This is an optimization exercise on Yosys and OpenROAD, whose aim is small area, not a production implementation. Function was checked by simulation only, so behaviour that the tests miss may differ from the original. Power is estimated from default activity; no workload was simulated.

// AddRawFN
module AddRawFN(
  input         clock,
  input         reset,
  input         io_a_isNaN,
  input         io_a_isInf,
  input         io_a_isZero,
  input  [8:0]  io_a_exp,
  input  [22:0] io_a_sig,
  input         io_b_isNaN,
  input         io_b_isInf,
  input         io_b_isZero,
  input  [8:0]  io_b_exp,
  input  [22:0] io_b_sig,
  output        io_invalidExc,
  output        io_rawOut_isNaN,
  output        io_rawOut_isInf,
  output        io_rawOut_isZero,
  output [8:0]  io_rawOut_exp,
  output [22:0] io_rawOut_sig
);
Settings: LEC_CHECK=0, ABC_AREA=0, ABC_CLOCK_PERIOD_IN_PS=3000, CAP_MARGIN=20, CORE_MARGIN=2, CORE_UTILIZATION=55, CTS_BUF_LIST=sky130_fd_sc_hd__clkbuf_8, CTS_CLUSTER_DIAMETER=60, CTS_CLUSTER_SIZE=20, GPL_TIMING_DRIVEN=0, SETUP_SLACK_MARGIN=0.08, SLEW_MARGIN=20, SYNTH_HIERARCHICAL=1, SYNTH_MINIMUM_KEEP_SIZE=0; clock period 4.0 ns.
standard.sh (not shown) runs the stock make flow with config.mk's settings and CLKGATE_MAP_FILE= SYNTH_SCRIPT=/design/flow/synth_recipe.tcl, a recipe that flattens the netlist after the stock synthesis.
==> flow/flow/run.sh <==
#!/bin/bash
# Standard ORFS layout, but with plain buf_1 cells as the port buffers instead of the
# delay cells buffer_ports would otherwise pick. Full make output goes to standard.log.
set -euo pipefail
bash standard.sh "BUFFER_PORTS_ARGS=-buffer_cell sky130_fd_sc_hd__buf_1" finish > standard.log 2>&1
Rerun with:
ABC_CLOCK_PERIOD_IN_PS = default   (was 3000)
CORE_UTILIZATION = 60   (was 55)
What happened: Cell count shrinks by 2.4%. Clock power hardly moves. Worst hold slack gets better by 8.0 ps. Non-clock buffer count rose by 4. Sequential share of layout area is higher by 0.13 points. Sequential cell count stays the same. Global-route usage increases by 2.0 points. Wire length rose by 1.8%. Final area barely changes.
Rerun with:
CORE_UTILIZATION = 55   (was 60)
GPL_TIMING_DRIVEN = 1   (was 0)
SETUP_SLACK_MARGIN = default   (was 0.08)
Flip-flop and latch count is unchanged.
Setup slack improved by 95 ps.
Design area went up slightly.
Hold slack gets worse by 11 ps.
Global-route usage is lower by 2.5 points.
Sequential share of layout area is lower by 0.30 points.
Register-to-register slack improved by 95 ps.
Clock-buffer cell count is unchanged.
Rerun with:
ABC_CLOCK_PERIOD_IN_PS = 8000   (was default)
GPL_TIMING_DRIVEN = 0   (was 1)
SETUP_SLACK_MARGIN = 0.08   (was default)
=>
- clock skew stays flat
- final cell count shrinks by 2.5%
- global-route usage grows by 0.46 points
- cell area stays flat
Rerun with:
ABC_CLOCK_PERIOD_IN_PS = default   (was 8000)
PLACE_DENSITY = 0.75   (was default)
Clock skew is about the same; final cell count is about the same; core utilization fell by 0.35 points; combinational power drops by about 4%; routed wire length decreases by 12%; worst hold slack is better by 5.5 ps; sequential share of layout area went up by 0.27 points; setup slack barely changes; via count came out lower by 2.8%; design area went down by 0.55%.
Rerun with:
PLACE_DENSITY = default   (was 0.75)
=> Wire length increases by 13%. Total power climbs by about 0.8%. Clock-buffer cell count stays the same. Area after synthesis stays the same. Cell count stays flat. Clock skew hardly moves. Global-route usage goes up by 2.2 points. Worst hold slack got worse by 5.5 ps. Non-clock buffer count is higher by 1. Utilization rose by 0.35 points. Via count rises by 2.9%.

---

## 11-27
Another version of the RTL of AddRawFN (not shown whole).
Size in the first run: roughly 790 cells after synthesis, roughly 8700 sq um of cells after synthesis.
export LEC_CHECK = 0
export ABC_AREA = 0
export CAP_MARGIN = 20
export CORE_MARGIN = 2
export CORE_UTILIZATION = 55
export CTS_BUF_LIST = sky130_fd_sc_hd__clkbuf_4 sky130_fd_sc_hd__clkbuf_8
export CTS_CLUSTER_DIAMETER = 50
export CTS_CLUSTER_SIZE = 16
export GPL_TIMING_DRIVEN = 0
export SLEW_MARGIN = 20
export SYNTH_HIERARCHICAL = 1
export SYNTH_MINIMUM_KEEP_SIZE = 0
create_clock -name core_clock -period 4.0 [get_ports {clock}]
Scripts as last shown in full above: flow/flow/run.sh
11-27: done, clean on timing, DRC and antenna
Input changes introduced in 07-03 (baseline for comparison: 11-27):
-- flow/config.mk --
<<< 11-27, line 12
export CTS_BUF_LIST = sky130_fd_sc_hd__clkbuf_4 sky130_fd_sc_hd__clkbuf_8
export CTS_CLUSTER_DIAMETER = 50
export CTS_CLUSTER_SIZE = 16
export GPL_TIMING_DRIVEN = 0
>>> 07-03, line 12
export CTS_BUF_LIST = sky130_fd_sc_hd__clkbuf_8
export CTS_CLUSTER_DIAMETER = 60
export CTS_CLUSTER_SIZE = 20
export GPL_TIMING_DRIVEN = 1
Notes after the runs:
07-03 — utilization of the core after routing 0.34 points lower, 11-27 as reference
Sort 11-27 and 07-03 by final worst-path cycle share, ascending, and 07-03 comes first.
Per the comparison of 07-03 with 11-27, post-route non-filler standard cell count did not really move; width of the die comparable; power share of the clock group lower; number of buffers inserted during clock tree synthesis lost 5.
Largest incremental delay on the critical path delta (07-03 -> 11-27): insignificant
Looking at path type of the worst setup path, the flip-flop to flip-flop result is from 07-03; the input port to flip-flop one comes from 11-27.
07-03 leaves more setup margin than 11-27.
Compared 07-03 vs 11-27, and register-to-register slack is down in 07-03.
Comparing 11-27 against 07-03, there is no change at all in inserted tap cell count.
Looking at fraction of area in multi-input gates, 07-03 sits 0.95 points lower than 11-27 does.

---

== job 101 ==
AddRawFN, a different RTL version from the one above (not shown whole).
Size: ~230 flip-flops, about 9300 um^2 of cells after synthesis.
Settings: LEC_CHECK=0, ABC_AREA=1, CAP_MARGIN=20, CORE_MARGIN=2, CORE_UTILIZATION=40, CTS_BUF_LIST=sky130_fd_sc_hd__clkbuf_8, SLEW_MARGIN=20; clock period 4.0 ns.
Scripts as last shown in full above: flow/flow/run.sh
Job 101 finished every step from synthesis to the final layout, and the layout passed the timing, design-rule and antenna checks.
For job 102, these inputs were changed with respect to job 101:
- CTS_BUF_LIST removed (was sky130_fd_sc_hd__clkbuf_8)
- GPL_TIMING_DRIVEN newly set to 0
Findings:
- As far as flip-flop and latch count is concerned, job 101 and job 102 perform about the same.
- NOTE: critical path depth in job 102 falls short of that of job 101
- Delta (job 102 minus job 101): power density of the placed cells rose by 4.4%; switching component of the power rose by 5.6%; gate count of the mapped netlist stayed essentially flat; relative contribution of sequential cells to total power fell by 1.3 points; non-clock buffer count fell by 33.
- Summary — clock-buffer cell count, job 102 relative to job 101: lower, by 11.
- After detailed routing, job 101 needs less wire than job 102.
- On job 102: register share of the cell area is 0.55 points higher than what job 101 gave.
- Compare job 101 and job 102 | number of buffer and inverter instances along the worst setup path higher: job 102
The following lists how job 103 was set up differently from job 102:
- a change of CORE_UTILIZATION from 40 to 60
==> flow/run.sh (new file) <==
#!/bin/bash
# synth_recipe.tcl (not shown) runs the flow's synth.tcl, then flattens the netlist and writes it again
# the make line also repeats each setting of config.mk as NAME=value (left out here)
make -C /OpenROAD-flow-scripts/flow DESIGN_CONFIG=/design/flow/config.mk WORK_HOME=/design/flow/orfs CLKGATE_MAP_FILE= SYNTH_SCRIPT=/design/flow/synth_recipe.tcl finish
removed: flow/flow/run.sh
removed: flow/standard.sh
Notes after the runs:
Between job 102 and job 103, the flow reports wire length on met2 increasing by more than half.
Job 102 -> job 103: DRC marker count from the first detailed-route iteration increased by more than 100%
[job 103 vs job 102] non-clock buffer count: higher in job 103
Completing all stages was not enough for job 103: its layout failed the final checks because of setup timing.
Job 103 has less setup slack than job 102.
Changes observed in job 103 relative to job 102: die outline area decreased 33%; wire length on met3 now sits higher.
## Diff of input files: job 104 against job 103
- changing CORE_UTILIZATION from 60 to 40
- removing GPL_TIMING_DRIVEN (formerly 0)
Between job 103 and job 104, the flow reports switching power decreasing by more than a quarter.
On synthesis-to-finish area growth: job 104 sits above job 103.
Job 104: share of total power in the clock network higher than job 103
Going from job 103 to job 104, clock input transition at the sequential cells of the worst setup and hold paths about even, non-clock buffer count rose 22.
Effective utilization at floorplan ended up 20 points lower on job 104 than on job 103.
Lower share of the cycle needed by the critical path after routing was reported by job 104, not job 103.
Job 104 went all the way through the flow, and no timing, DRC or antenna check failed.
Job 104 vs job 103 — total sequential power dropped by a few percent
The run with more setup slack is job 104; job 103 has less.
Here is what was changed in the inputs of job 105 compared with job 104.
- CTS_CLUSTER_SIZE newly set to 40
- CTS_CLUSTER_DIAMETER newly set to 150
- GPL_TIMING_DRIVEN newly set to 0
==> flow/flow/run.sh (new file) <==
#!/bin/bash
# Standard ORFS layout, but with plain buf_1 cells as the port buffers instead of the
# delay cells buffer_ports would otherwise pick. Full make output goes to standard.log.
set -euo pipefail
bash standard.sh "BUFFER_PORTS_ARGS=-buffer_cell sky130_fd_sc_hd__buf_1" finish > standard.log 2>&1
==> flow/standard.sh (new file) <==
#!/bin/bash
# synth_recipe.tcl (not shown) runs the flow's synth.tcl, then flattens the netlist and writes it again
# the make line also repeats each setting of config.mk as NAME=value (left out here)
make -C /OpenROAD-flow-scripts/flow DESIGN_CONFIG=/design/flow/config.mk WORK_HOME=/design/flow/orfs CLKGATE_MAP_FILE= SYNTH_SCRIPT=/design/flow/synth_recipe.tcl "${@:-finish}"
removed: flow/run.sh
--- outcome ---
Post-detailed-routing wire length ended up about 4.3% higher on job 105 than on job 104. Re final worst slack: job 105 and job 104 aren't equal, and the higher value belongs to job 104. Job 105 against job 104: cell count went down 76, per-cell via count in the routed design went up 3.4%. Job 104 → job 105: remaining max-slew budget at the tightest pin saw a decrease; number of global-route vias before repair fell by 289.

---

Another version of the RTL of AddRawFN (not shown whole).
Size: ~770 cells after synthesis, ~110 I/O pins, about 0.0087 mm² of cells after synthesis.
export LEC_CHECK = 0
export ABC_AREA = 0
export CAP_MARGIN = 20
export CORE_MARGIN = 2
export CORE_UTILIZATION = 55
export CTS_CLUSTER_DIAMETER = 100
export CTS_CLUSTER_SIZE = 30
export GPL_TIMING_DRIVEN = 0
export SLEW_MARGIN = 20
export SYNTH_HIERARCHICAL = 1
export SYNTH_MINIMUM_KEEP_SIZE = 0
create_clock -name core_clock -period 4.0 [get_ports {clock}]
==> flow/flow/run.sh <==
#!/bin/bash
# Standard ORFS layout, but with plain buf_1 cells as the port buffers instead of the
# delay cells buffer_ports would otherwise pick. Full make output goes to standard.log.
set -euo pipefail
bash standard.sh "BUFFER_PORTS_ARGS=-buffer_cell sky130_fd_sc_hd__buf_1" finish > standard.log 2>&1
Then changed:
Settings changed: CTS_BUF_LIST from default to sky130_fd_sc_hd__clkbuf_8, CTS_CLUSTER_DIAMETER 100 to 60, CTS_CLUSTER_SIZE 30 to 20.
The changed run finished clean.
Core utilization is lower by 0.84 points.
Wire length barely changes.
Cell area decreases by about 1.3%.
Total power came out lower by 4.0%.
Setup slack is worse by 0.029 ns.

---

Setup of run A:
Another version of the RTL of AddRawFN (not shown whole).
For scale: ~780 cells after synthesis, roughly 240 flip-flops, about 110 I/O pins, roughly 8700 um2 of cells after synthesis.
Settings: LEC_CHECK=0, ABC_AREA=0, CAP_MARGIN=20, CORE_MARGIN=2, CORE_UTILIZATION=55, CTS_BUF_LIST=sky130_fd_sc_hd__clkbuf_8, CTS_CLUSTER_DIAMETER=60, CTS_CLUSTER_SIZE=20, GPL_TIMING_DRIVEN=0, SLEW_MARGIN=20, SYNTH_HIERARCHICAL=1, SYNTH_MINIMUM_KEEP_SIZE=0; clock period 4.0 ns.
Scripts as last shown in full above: flow/flow/run.sh
Run A: all stages complete, timing, DRC and antenna checks passed
--- input diff run A..run B ---
# run A
export LEC_CHECK = 0
export ABC_AREA = 0
export CAP_MARGIN = 20
export CORE_MARGIN = 2
export CORE_UTILIZATION = 55
export CTS_BUF_LIST = sky130_fd_sc_hd__clkbuf_8
export CTS_CLUSTER_DIAMETER = 60
export CTS_CLUSTER_SIZE = 20
export GPL_TIMING_DRIVEN = 0
export SLEW_MARGIN = 20
export SYNTH_HIERARCHICAL = 1
export SYNTH_MINIMUM_KEEP_SIZE = 0
create_clock -name core_clock -period 4.0 [get_ports {clock}]
# run B
export LEC_CHECK = 0
export ABC_AREA = 0
export CAP_MARGIN = 20
export CORE_MARGIN = 2
export CORE_UTILIZATION = 55
export CTS_CLUSTER_DIAMETER = 100
export CTS_CLUSTER_SIZE = 30
export GPL_TIMING_DRIVEN = 0
export SLEW_MARGIN = 20
export SYNTH_HIERARCHICAL = 1
export SYNTH_MINIMUM_KEEP_SIZE = 0
create_clock -name core_clock -period 4.0 [get_ports {clock}]
Notes after the runs:
Against run A, run B comes in 0.96% higher on via count of the first global-routing pass. Going from run A to run B, non-clock buffer count shows a reduction of 1.6%, total power has increased. Sort run A and run B by number of nets in the layout asc -> top: run B. Looking at logic depth of the worst setup path including buffers across run A and run B, the one that comes out lower is run A. Looking at final worst-path cycle share, run B sits above run A. Compared to run A, run B reaches a lower achievable clock. Compared with run A, in run B total combinational power now sits at about the same level, combined area of all synthesized cells now sits at about the same level, post-route cell area saw little to no change. Run B: total track usage higher than run A.
diff inputs: run B => run C
# run B
export LEC_CHECK = 0
export ABC_AREA = 0
export CAP_MARGIN = 20
export CORE_MARGIN = 2
export CORE_UTILIZATION = 55
export CTS_CLUSTER_DIAMETER = 100
export CTS_CLUSTER_SIZE = 30
export GPL_TIMING_DRIVEN = 0
export SLEW_MARGIN = 20
export SYNTH_HIERARCHICAL = 1
export SYNTH_MINIMUM_KEEP_SIZE = 0
create_clock -name core_clock -period 4.0 [get_ports {clock}]
# run C
export LEC_CHECK = 0
export ABC_AREA = 0
export CAP_MARGIN = 20
export CORE_MARGIN = 2
export CORE_UTILIZATION = 40
export CTS_CLUSTER_DIAMETER = 100
export CTS_CLUSTER_SIZE = 30
export GPL_TIMING_DRIVEN = 0
export SETUP_SLACK_MARGIN = 0.15
export SLEW_MARGIN = 20
export SYNTH_HIERARCHICAL = 1
export SYNTH_MINIMUM_KEEP_SIZE = 0
create_clock -name core_clock -period 4.0 [get_ports {clock}]
==> run notes <==
For worst-skew pair later-pin latency, run C and run B come out practically identical.
Looking at run B and run C, the non-clock buffer area fraction after layout is a wash.
Higher highest net fanout along the worst path was reported by run B, not run C.
Run C against run B: utilization has decreased; first-pass GRT wire length has decreased; first-iteration detailed-routing DRC count has decreased.
Run C vs run B: average routed wire per standard cell down by a few percent
Worst setup slack delta (run C − run B): favourable
Synthesis-to-finish area growth was lower in run B than in run C.

---

AddRawFN with an RTL version that a note above also has.
Size in the first run: ~230 flip-flops, ~110 I/O pins, about 0.0093 mm² of cells after synthesis.
// AddRawFN
module AddRawFN(
  input         clock,
  input         reset,
  input         io_a_isNaN,
  input         io_a_isInf,
  input         io_a_isZero,
  input  [8:0]  io_a_exp,
  input  [22:0] io_a_sig,
  input         io_b_isNaN,
  input         io_b_isInf,
  input         io_b_isZero,
  input  [8:0]  io_b_exp,
  input  [22:0] io_b_sig,
  output        io_invalidExc,
  output        io_rawOut_isNaN,
  output        io_rawOut_isInf,
  output        io_rawOut_isZero,
  output [8:0]  io_rawOut_exp,
  output [22:0] io_rawOut_sig
);
  wire sNaN_a = io_a_isNaN & ~io_a_isInf & ~io_a_isZero & (&io_a_exp[7:0]) & ~io_a_sig[22] & (|io_a_sig[21:0]);
  wire sNaN_b = io_b_isNaN & ~io_b_isInf & ~io_b_isZero & (&io_b_exp[7:0]) & ~io_b_sig[22] & (|io_b_sig[21:0]);
  wire [3:0] flags = {sNaN_a | sNaN_b | (io_a_isInf & io_b_isZero) | (io_a_isZero & io_b_isInf),
                      io_a_isNaN | io_b_isNaN, io_a_isInf | io_b_isInf, io_a_isZero | io_b_isZero};
  wire [9:0] d = {1'b0, io_a_exp} - {1'b0, io_b_exp};
  wire swap = d[9];
  wire [8:0] nd = ~d[8:0];
  wire far = swap ? (nd >= 9'd24) : (d[8:0] >= 9'd25);
  wire [4:0] m = d[4:0] ^ {5{swap}};
  wire sel_a = swap & ~far;
  wire sel_b = ~swap & ~far;
  wire [24:0] xa = {2'b01, io_a_sig};
  wire [24:0] xb = {1'b1, io_b_sig, 1'b0};
  wire [24:0] X = ({25{sel_a}} & xa) | ({25{sel_b}} & xb);
  wire [8:0] E = swap ? io_b_exp : io_a_exp;
  wire [22:0] L = swap ? io_b_sig : io_a_sig;
  wire [47:0] W = {X, 23'h0} >> m;
  ...
clock: 4.0 ns
lec_check: 0
abc_area: 1
cap_margin: 20
core_margin: 2
core_utilization: 40
slew_margin: 20
Scripts as last shown in full above: flow/flow/run.sh
Next try:
--- a/flow/config.mk
+++ b/flow/config.mk
@@ -11,2 +11,5 @@
 export CORE_UTILIZATION = 40
+export CTS_CLUSTER_DIAMETER = 100
+export CTS_CLUSTER_SIZE = 30
+export GPL_TIMING_DRIVEN = 0
 export SLEW_MARGIN = 20
Outcome: The new run ran to the end with no violations; combinational power is about the same; via count went down by 0.39%; die area does not change; final area went down by 4.1%; utilization went down by 2.1 points; final cell count went down by 3.3%; synthesized cell count stays the same; total power went down by 9.4%; hold slack gets better by 0.0075 ns; global-route usage went up by 1.8 points.
Next try:
--- a/flow/config.mk
+++ b/flow/config.mk
@@ -11,5 +11,3 @@
 export CORE_UTILIZATION = 40
-export CTS_CLUSTER_DIAMETER = 100
-export CTS_CLUSTER_SIZE = 30
-export GPL_TIMING_DRIVEN = 0
+export CTS_BUF_LIST = sky130_fd_sc_hd__clkbuf_4
 export SLEW_MARGIN = 20
- die area is unchanged
- clock power increases by 37%
- worst setup slack improved by 0.18 ns
- total power increases by 5.1%

re-timing with driven ports:
The flow's constraints put no driver on any port. The routed layouts listed below were extracted and timed again, unchanged, in two steps.
Step 1 sets driving cells, clkbuf_16 on the clock port and buf_2 on the other inputs (assumed; they add their load-dependent delay and slew).
Step 2 adds t to the input delays and takes it off the output delays; t is the mean of the earliest and latest rising clock arrival at the registers after step 1. Input paths then give back, and output paths get back, about the clock's delay inside the block.
Slacks: ideal / step 1 / step 2; pairs: ideal / step 1.
run	t, ns	slack for setup (ns)	hold slack, ns	worst setup path after step 2
the first run of note 1	0.526	0.175 / 0.197 / -0.329	0.325 / 0.325 / 0.325	input to register
the second run of note 1	0.524	0.186 / 0.186 / -0.256	0.333 / 0.333 / 0.333	input to register
the third run of note 1	0.528	0.281 / 0.281 / -0.019	0.322 / 0.322 / 0.322	input to register
the fourth run of note 1	0.526	0.175 / 0.197 / -0.329	0.325 / 0.325 / 0.325	input to register
the fifth run of note 1	0.528	0.175 / 0.189 / -0.339	0.331 / 0.331 / 0.331	input to register
the sixth run of note 1	0.526	0.175 / 0.197 / -0.329	0.325 / 0.325 / 0.325	input to register
11-27	0.539	0.163 / 0.186 / -0.353	0.323 / 0.323 / 0.323	input to register
07-03	0.530	0.203 / 0.203 / 0.044	0.336 / 0.336 / 0.336	input to register
job 101	0.553	0.226 / 0.230 / -0.323	0.322 / 0.322 / 0.322	input to register
job 102	0.516	0.136 / 0.148 / -0.369	0.324 / 0.324 / 0.324	input to register
job 103	0.541	-0.202 / -0.202 / -0.492	0.330 / 0.330 / 0.330	input to register
job 104	0.502	0.179 / 0.174 / -0.328	0.321 / 0.321 / 0.321	input to register
job 105	0.491	0.169 / 0.180 / -0.311	0.336 / 0.336 / 0.336	input to register
the first run of note 4	0.498	0.227 / 0.239 / -0.246	0.328 / 0.328 / 0.328	input to register
the second run of note 4	0.532	0.197 / 0.212 / -0.319	0.333 / 0.333 / 0.333	input to register
run A	0.534	0.164 / 0.175 / -0.360	0.323 / 0.323 / 0.323	input to register
run B	0.504	0.090 / 0.109 / -0.395	0.333 / 0.333 / 0.333	input to register
run C	0.501	0.183 / 0.202 / -0.299	0.333 / 0.333 / 0.333	input to register
the first run of note 6	0.514	0.159 / 0.172 / -0.342	0.326 / 0.326 / 0.326	input to register
the second run of note 6	0.479	0.127 / 0.146 / -0.333	0.333 / 0.333 / 0.333	input to register
the third run of note 6	0.595	0.307 / 0.307 / -0.289	0.324 / 0.324 / 0.324	input to register
With both steps, setup timing fails in 19 of these runs, where it was met with ideal ports. The setup slack of the third run of note 6, which loses most, moves by 0.000 ns with the drivers and by -0.596 ns with both steps.
